This design comes from an exercise in tuning for small area on the open sky130 flow, not from production work.
Where RTL was checked, it was by simulation tests only, not by an equivalence proof against the original.
Power is estimated from default activity; no workload was simulated. The clock port is modelled as an ideal driver; clocking choices that lean on that would not hold on a real chip.

## vga_adapter
module vga_adapter(clk, rst, video_in, hsync_in, vsync_in, video_out, hsync_out, vsync_out,
	vga_hsync, vga_vsync, vga_R, vga_G, vga_B,
	fb_waddr, fb_wdata, fb_we, fb_raddr, fb_rdata);
Size in the first run: ~2,400 cells after synthesis, roughly 690 flip-flops.
==> flow/config.mk <==
export PLATFORM = sky130hd
export DESIGN_NAME = vga_adapter
export DESIGN_NICKNAME = vga_adapter
export VERILOG_FILES = /design/flow/design.v
export SDC_FILE = /design/flow/constraint.sdc
export NUM_CORES = 4
export LEC_CHECK = 0
export CAP_MARGIN = 10
export CORE_MARGIN = 2
export CORE_UTILIZATION = 45
export SLEW_MARGIN = 10
export SYNTH_HIERARCHICAL = 1
export SYNTH_MINIMUM_KEEP_SIZE = 0
==> flow/constraint.sdc <==
create_clock -name core_clock -period 7.5 [get_ports {clk}]
set_input_delay 1.5000 -clock core_clock [delete_from_list [all_inputs] [get_ports {clk}]]
set_output_delay 1.5000 -clock core_clock [all_outputs]
set_load 0.01 [all_outputs]
standard.sh (not shown) runs the stock make flow with config.mk's settings and CLKGATE_MAP_FILE= SYNTH_SCRIPT=/design/flow/synth_recipe.tcl, a recipe that flattens the netlist after the stock synthesis.
==> flow/flow/run.sh <==
#!/bin/bash
# Standard ORFS layout (the standard.sh, unchanged synthesis) with:
#  - port buffers made from the smallest buffer cell;
#  - clock tree from small clock buffers, larger sink clusters and no dummy loads.
set -euo pipefail
CTS="-sink_clustering_enable -repair_clock_nets -dont_use_dummy_load"
CTS="$CTS -buf_list {sky130_fd_sc_hd__clkbuf_4 sky130_fd_sc_hd__clkbuf_8}"
CTS="$CTS -sink_clustering_size 16 -sink_clustering_max_diameter 60"
bash standard.sh \
  BUFFER_PORTS_ARGS="-buffer_cell sky130_fd_sc_hd__buf_1" \
  CTS_ARGS="$CTS" \
  finish > orfs_make.log 2>&1
The baseline ran to the end with no violations.
Edit:
--- a/flow/config.mk
+++ b/flow/config.mk
@@ -8 +8 @@
-export CAP_MARGIN = 10
+export CAP_MARGIN = 30
@@ -11 +11 @@
-export SLEW_MARGIN = 10
+export SLEW_MARGIN = 50
Routed wire length is higher by 0.35%.
Sequential cell count does not change.
Final cell count stays flat.
No functional check of the RTL was part of any run of this note.

========
Another version of the RTL of vga_adapter (not shown whole).
Size: about 680 flip-flops, ~25000 um2 of cells after synthesis.
export LEC_CHECK = 0
export CAP_MARGIN = 30
export CORE_MARGIN = 2
export CORE_UTILIZATION = 60
export CTS_BUF_LIST = sky130_fd_sc_hd__clkbuf_4 sky130_fd_sc_hd__clkbuf_8
export SLEW_MARGIN = 50
create_clock -name core_clock -period 7.5 [get_ports {clk}]
==> flow/flow/run.sh <==
#!/bin/bash
# Standard ORFS layout (the standard.sh, unchanged synthesis), with the
# port buffers made from the smallest buffer cell instead of the default.
set -euo pipefail
bash standard.sh BUFFER_PORTS_ARGS="-buffer_cell sky130_fd_sc_hd__buf_1" finish > orfs_make.log 2>&1
The first run produced a clean layout.
Change:
Settings changed: CORE_UTILIZATION 60 to 40, CTS_BUF_LIST sky130_fd_sc_hd__clkbuf_4 sky130_fd_sc_hd__clkbuf_8 to default.
Effect: Total power climbs by 3.9%; die area climbs by 49%; combinational power is about the same; clock-buffer cell count fell by 63; core utilization went down by 23 points.
No functional check of the RTL was part of any run of this note.

========
== S ==
The RTL this note starts from:
==> flow/design.v <==
module vga_timing(clk, rst, row, col, in_video, hsync, vsync);
	input clk;
	input rst;
	output [8:0] row;
	output [9:0] col;
	output in_video;
	output hsync, vsync;
	reg [9:0] CounterX;
	reg [8:0] CounterY;
	wire x_end = CounterX[9] & CounterX[8] & (&CounterX[4:0]);   
	always @(posedge clk) begin
		if(rst) begin
			CounterX <= 0;
			CounterY <= 0;
		end else if(x_end) begin
			CounterX <= 0;
			CounterY <= CounterY + 1;
		end else begin
			CounterX <= CounterX + 1;
		end
	end
	assign col = CounterX;
	assign row = CounterY;
	assign hsync = (656 <= CounterX && CounterX <= 752);
	assign vsync = (490 <= CounterY && CounterY <= 492);
	assign in_video = CounterX < 640 && CounterY < 480;
endmodule
module capture_interface(clk, rst, in_vsync, in_hsync, in_video, row_index, row_data, row_ready);
	input clk, rst;
	input in_vsync, in_hsync, in_video;
	output reg [7:0] row_index;
	output reg [319:0] row_data;
	output row_ready;
	assign row_ready = in_hsync;
	reg hsync_q;
	reg [3:0] pre_sync_pulses;	 
	reg [8:0] col_index;		 
	wire hsync_fall = hsync_q & ~in_hsync;
	wire pre_zero = (pre_sync_pulses == 0);
	wire line_end = hsync_fall & pre_zero;	 
	always @(posedge clk) begin
		if(rst) begin
			hsync_q <= 0;
			row_index <= 0;
			pre_sync_pulses <= 12;
		end else begin
			hsync_q <= in_hsync;
			if(hsync_fall) begin
				if(!pre_zero) begin
					pre_sync_pulses <= pre_sync_pulses - 1;
					if(!in_vsync)
						row_index <= 0;
				end else begin
					row_index <= row_index + 1;
					if(!in_vsync)
						pre_sync_pulses <= 12;
				end
			end
		end
	end
	always @(posedge clk) begin
		if(rst | line_end)
			col_index <= 0;
		else if(!(col_index[8] & col_index[6]))
			col_index <= col_index + 1;
	end
	wire clr = rst | (col_index == 0);
	wire wbit = in_video & ~rst;
	reg [4:0] a;	 
	reg [3:0] b, c, d;	 
	reg [19:0] hi;
	reg [15:0] lo;
	integer j;
	always @(*) begin
		for(j = 0; j < 5; j = j + 1)
			a[j] = (col_index[8:6] == j);
		for(j = 0; j < 4; j = j + 1) begin
			b[j] = (col_index[5:4] == j);
			c[j] = (col_index[3:2] == j);
			d[j] = (col_index[1:0] == j) & wbit;
		end
		for(j = 0; j < 20; j = j + 1)
			hi[j] = a[j / 4] & b[j % 4];
		for(j = 0; j < 16; j = j + 1)
			lo[j] = c[j / 4] & d[j % 4];
	end
	wire [319:0] row_next;
	line_update upd(.row(row_data), .keep(~clr), .hi(hi), .lo(lo), .y(row_next));
	always @(posedge clk)
		row_data <= row_next;
endmodule
module line_update(row, keep, hi, lo, y);
	input [319:0] row;
	input keep;
	input [19:0] hi;
	input [15:0] lo;
	output reg [319:0] y;
	integer i;
	always @(*)
		for(i = 0; i < 320; i = i + 1)
			y[i] = (row[i] & keep) | (hi[i / 16] & lo[i % 16]);
endmodule
module capture_ram_interface(clk, rst, row_index, row_data, row_ready, ram_address, ram_data, write_enable);
	input clk, rst;
	input [7:0] row_index;
	input [319:0] row_data;
	input row_ready;
	output [7:0] ram_address;
	output reg [319:0] ram_data;
	output reg write_enable;
	assign ram_address = row_index;
	wire load = row_ready & ~write_enable;
	always @(posedge clk) begin
		if(rst)
			write_enable <= 0;
		else
			write_enable <= row_ready;
	end
	wire [319:0] ram_next;
	snapshot_select snap(.a(row_data), .sel_a(load), .b(ram_data), .sel_b(~load), .y(ram_next));
	always @(posedge clk)
		ram_data <= ram_next;
endmodule
module snapshot_select(a, sel_a, b, sel_b, y);
	input [319:0] a, b;
	input sel_a, sel_b;
	output [319:0] y;
	assign y = ({320{sel_a}} & a) | ({320{sel_b}} & b);
endmodule
module ram_vga_interface(vga_clk, rst, vga_row, vga_col, ram_address, ram_data, vga_data);
	input vga_clk, rst;
	input [8:0] vga_row;
	input [9:0] vga_col;
	output [7:0] ram_address;
	input [319:0] ram_data;
	output reg vga_data;
	wire inc = (vga_col >= 639) | ((vga_col == 0) & vga_row[0]);
	assign ram_address = vga_row[8:1] + inc;
	wire [8:0] px = vga_col[9:1];
	reg [7:0] s0, s1;
	reg [4:0] s2;
	integer i;
	always @(*) begin
		for(i = 0; i < 8; i = i + 1) begin
			s0[i] = (px[2:0] == i);
			s1[i] = (px[5:3] == i);
		end
		for(i = 0; i < 5; i = i + 1)
			s2[i] = (px[8:6] == i);
	end
	wire pix;
	pixel_select sel(.d(ram_data), .s0(s0), .s1(s1), .s2(s2), .y(pix));
	always @(posedge vga_clk)
		vga_data <= pix;
endmodule
module pixel_select(d, s0, s1, s2, y);
	input [319:0] d;
	input [7:0] s0, s1;
	input [4:0] s2;
	output y;
	reg [39:0] g;
	reg [4:0] h;
	reg r;
	integer i, k;
	always @(*) begin
		for(i = 0; i < 40; i = i + 1) begin
			g[i] = 1'b0;
			for(k = 0; k < 8; k = k + 1)
				g[i] = g[i] | (d[8*i + k] & s0[k]);
		end
		for(i = 0; i < 5; i = i + 1) begin
			h[i] = 1'b0;
			for(k = 0; k < 8; k = k + 1)
				h[i] = h[i] | (g[8*i + k] & s1[k]);
		end
		r = 1'b0;
		for(i = 0; i < 5; i = i + 1)
			r = r | (h[i] & s2[i]);
	end
	assign y = r;
endmodule
module vga_adapter(clk, rst, video_in, hsync_in, vsync_in, video_out, hsync_out, vsync_out,
	vga_hsync, vga_vsync, vga_R, vga_G, vga_B,
	fb_waddr, fb_wdata, fb_we, fb_raddr, fb_rdata);
	input clk, rst;
	input video_in, hsync_in, vsync_in;
	output video_out, hsync_out, vsync_out;
	assign video_out = video_in;
	assign hsync_out = hsync_in;
	assign vsync_out = vsync_in;
	output vga_hsync, vga_vsync;
	output [3:0] vga_R, vga_G, vga_B;
	output [7:0] fb_waddr;
	output [319:0] fb_wdata;
	output fb_we;
	output [7:0] fb_raddr;
	input [319:0] fb_rdata;
	wire [8:0] vga_row;
	wire [9:0] vga_col;
	wire vga_in_video_area;
	wire vga_hs, vga_vs;
	vga_timing timing1(.clk(clk), .rst(rst), .row(vga_row), .col(vga_col), .in_video(vga_in_video_area), .hsync(vga_hs), .vsync(vga_vs));
	assign vga_vsync = ~vga_vs;
	assign vga_hsync = ~vga_hs;
	wire vga_video;
	wire video;
	wire border;
	assign border = (vga_row < 3) || (vga_col < 3) || (vga_row > 480-3) || (vga_col > 640-3);
	assign video = vga_in_video_area && (border || vga_video);
	reg pixel;
	always @(posedge clk) begin
		if(rst)
			pixel <= 0;
		else
			pixel <= video;
	end
	assign vga_R = {4{pixel}};
	assign vga_G = {4{pixel}};
	assign vga_B = {4{pixel}};
	ram_vga_interface ramvgaif(.vga_clk(clk), .rst(rst), .vga_row(vga_row), .vga_col(vga_col), .ram_address(fb_raddr), .ram_data(fb_rdata), .vga_data(vga_video));
	wire [7:0] capture_row_index;
	wire [319:0] capture_row_data;
	wire capture_row_ready;
	capture_interface c_if1(.clk(clk), .rst(rst), .in_vsync(vsync_in), .in_hsync(hsync_in), .in_video(video_in), .row_index(capture_row_index), .row_data(capture_row_data), .row_ready(capture_row_ready));
	capture_ram_interface c_ram_if(.clk(clk), .rst(rst), .row_index(capture_row_index), .row_data(capture_row_data), .row_ready(capture_row_ready), .ram_address(fb_waddr), .ram_data(fb_wdata), .write_enable(fb_we));
endmodule
export LEC_CHECK = 0
export CAP_MARGIN = 0
export CORE_MARGIN = 2
export CORE_UTILIZATION = 50
export SLEW_MARGIN = 0
export SYNTH_HIERARCHICAL = 1
export SYNTH_MINIMUM_KEEP_SIZE = 0
create_clock -name core_clock -period 7.5 [get_ports {clk}]
==> flow/flow/run.sh <==
#!/bin/bash
# Standard ORFS layout (the standard.sh, unchanged synthesis) with:
#  - port buffers made from the smallest buffer cell;
#  - clock tree from small clock buffers, larger sink clusters and no dummy loads.
set -euo pipefail
CTS="-sink_clustering_enable -repair_clock_nets -dont_use_dummy_load"
CTS="$CTS -buf_list {sky130_fd_sc_hd__clkbuf_16}"
CTS="$CTS -sink_clustering_size 30 -sink_clustering_max_diameter 80"
bash standard.sh \
  BUFFER_PORTS_ARGS="-buffer_cell sky130_fd_sc_hd__buf_1" \
  CTS_ARGS="$CTS" \
  finish > orfs_make.log 2>&1
Input-level comparison between P and S:
--- a/flow/flow/run.sh
+++ b/flow/flow/run.sh
@@ -7,2 +7,2 @@
-CTS="$CTS -buf_list {sky130_fd_sc_hd__clkbuf_16}"
-CTS="$CTS -sink_clustering_size 30 -sink_clustering_max_diameter 80"
+CTS="$CTS -buf_list {sky130_fd_sc_hd__clkbuf_4 sky130_fd_sc_hd__clkbuf_8}"
+CTS="$CTS -sink_clustering_size 16 -sink_clustering_max_diameter 60"
Results
| count of routing violations after the opening detailed-route iteration | P vs S | worse |
S and P ended up with roughly the same overall via count from detail_route.
In terms of sequential portion of the cell area, P and S differ only marginally.
Power share of the clock group in P is 0.2 points lower than in S
Diff S and P: number of optimization iterations in the first detailed-route pass lower in P
Taking S as the reference, in P final standard cell area without fillers ~0 delta, global-route wire length before repair +590 µm, sequential fraction of design power ~0 delta.
What S reported for CTS buffer count has to be multiplied by 1.8 to get the figure for P.
S and P ended up with roughly the same post-synthesis to final-layout area growth.
Setup WNS S -> P: worse

========
== before ==
vga_adapter, a different RTL version from the one above (not shown whole).
Size: ~680 flip-flops.
==> flow/config.mk <==
export PLATFORM = sky130hd
export DESIGN_NAME = vga_adapter
export DESIGN_NICKNAME = vga_adapter
export VERILOG_FILES = /design/flow/design.v
export SDC_FILE = /design/flow/constraint.sdc
export NUM_CORES = 4
export LEC_CHECK = 0
export CAP_MARGIN = 10
export CORE_MARGIN = 2
export CORE_UTILIZATION = 45
export SLEW_MARGIN = 10
export SYNTH_HIERARCHICAL = 1
export SYNTH_MINIMUM_KEEP_SIZE = 0
==> flow/constraint.sdc <==
create_clock -name core_clock -period 7.5 [get_ports {clk}]
set_input_delay 1.5000 -clock core_clock [delete_from_list [all_inputs] [get_ports {clk}]]
set_output_delay 1.5000 -clock core_clock [all_outputs]
set_load 0.01 [all_outputs]
==> flow/flow/run.sh <==
#!/bin/bash
# Standard ORFS layout (the standard.sh, unchanged synthesis) with:
#  - port buffers made from the smallest buffer cell;
#  - clock tree from small clock buffers, larger sink clusters and no dummy loads.
set -euo pipefail
CTS="-sink_clustering_enable -repair_clock_nets -dont_use_dummy_load"
CTS="$CTS -buf_list {sky130_fd_sc_hd__clkbuf_4 sky130_fd_sc_hd__clkbuf_8}"
CTS="$CTS -sink_clustering_size 16 -sink_clustering_max_diameter 60"
bash standard.sh \
  BUFFER_PORTS_ARGS="-buffer_cell sky130_fd_sc_hd__buf_1" \
  CTS_ARGS="$CTS" \
  finish > orfs_make.log 2>&1
before | stages: all done | timing, DRC, antenna: all pass
Changes in after relative to before:
- swapping 10 for 0 in SLEW_MARGIN
- swapping 45 for 50 in CORE_UTILIZATION
- swapping 10 for 0 in CAP_MARGIN
Notes after the runs:
Between before and after, the total internal power does not differ in any meaningful way. On after: final standard cell utilization of the core is 5.2 points higher than what before gave. Re final worst-path cycle share: after and before aren't equal, and the lower value belongs to before.

========
Setup of rev 12:
vga_adapter, a different RTL version from the one above (not shown whole).
Size in the first run: ~2,100 cells after synthesis, about 680 flip-flops, about 24,000 um^2 of cells after synthesis.
export LEC_CHECK = 0
export CAP_MARGIN = 0
export CORE_MARGIN = 2
export CORE_UTILIZATION = 50
export GPL_ROUTABILITY_DRIVEN = 0
export GPL_TIMING_DRIVEN = 0
export SLEW_MARGIN = 0
export SYNTH_HIERARCHICAL = 1
export SYNTH_MINIMUM_KEEP_SIZE = 0
create_clock -name core_clock -period 7.5 [get_ports {clk}]
Scripts as last shown in full above: flow/flow/run.sh
Modified inputs, rev 13 compared to rev 12
diff --git a/flow/config.mk b/flow/config.mk
--- a/flow/config.mk
+++ b/flow/config.mk
@@ -10,4 +10,2 @@
 export CORE_UTILIZATION = 50
-export GPL_ROUTABILITY_DRIVEN = 0
-export GPL_TIMING_DRIVEN = 0
 export SLEW_MARGIN = 0
## What came out
Comparing the two runs side by side, rev 13 comes out behind rev 12 on post-layout worst setup margin. Looking at number of vias after detailed routing, rev 13 sits 1,300 below rev 12. Summary of rev 13 over rev 12: clock skew rose by 3.2 ps, first-pass GRT wire length fell by 5.4%, post-layout utilization of the core shows a reduction of 2.7 points.
No functional check of the RTL was part of any run of this note.

## re-timing with driven ports
The results above use ideal ports. As a check the final layouts listed here were re-extracted and re-timed, cells and wires unchanged.
Step 1 assumes that a clkbuf_16 drives the clock port and a buf_2 every other input.
Step 2 moves the port delays by t, midway between the first and last clock arrival at a register: inputs arrive t later, outputs are due t later. That takes back most of the time a late clock gives input paths.
Slacks: ideal ports / drivers / drivers and shift; pairs: ideal ports / drivers.
| run | shift t [ns] | setup slack, ns | hold WS [ns] | worst data-port slew with drivers (ns) |
|---|---|---|---|---|
| the first run of note 1 | 0.678 | 2.335 / 2.273 / 2.951 | 0.421 / 0.421 / 0.421 | 0.20 |
| the second run of note 1 | 0.688 | 2.616 / 2.557 / 3.245 | 0.442 / 0.442 / 0.442 | 0.19 |
| the first run of note 2 | 0.738 | 2.118 / 2.062 / 2.800 | 0.410 / 0.410 / 0.410 | 0.18 |
| the second run of note 2 | 0.646 | 2.108 / 2.056 / 2.702 | 0.401 / 0.401 / 0.401 | 0.24 |
| S | 0.647 | 2.282 / 2.220 / 2.866 | 0.460 / 0.460 / 0.460 | 0.16 |
| P | 0.673 | 2.189 / 2.131 / 2.805 | 0.431 / 0.431 / 0.431 | 0.18 |
| before | 0.682 | 2.808 / 2.746 / 3.278 | 0.442 / 0.442 / 0.442 | 0.21 |
| after | 0.674 | 2.744 / 2.684 / 3.203 | 0.437 / 0.437 / 0.437 | 0.18 |
| rev 12 | 0.691 | 2.910 / 2.853 / 3.543 | 0.412 / 0.412 / 0.412 | 0.22 |
| rev 13 | 0.700 | 2.554 / 2.496 / 3.166 | 0.447 / 0.447 / 0.447 | 0.17 |
After both steps setup and hold are still met in every run listed.
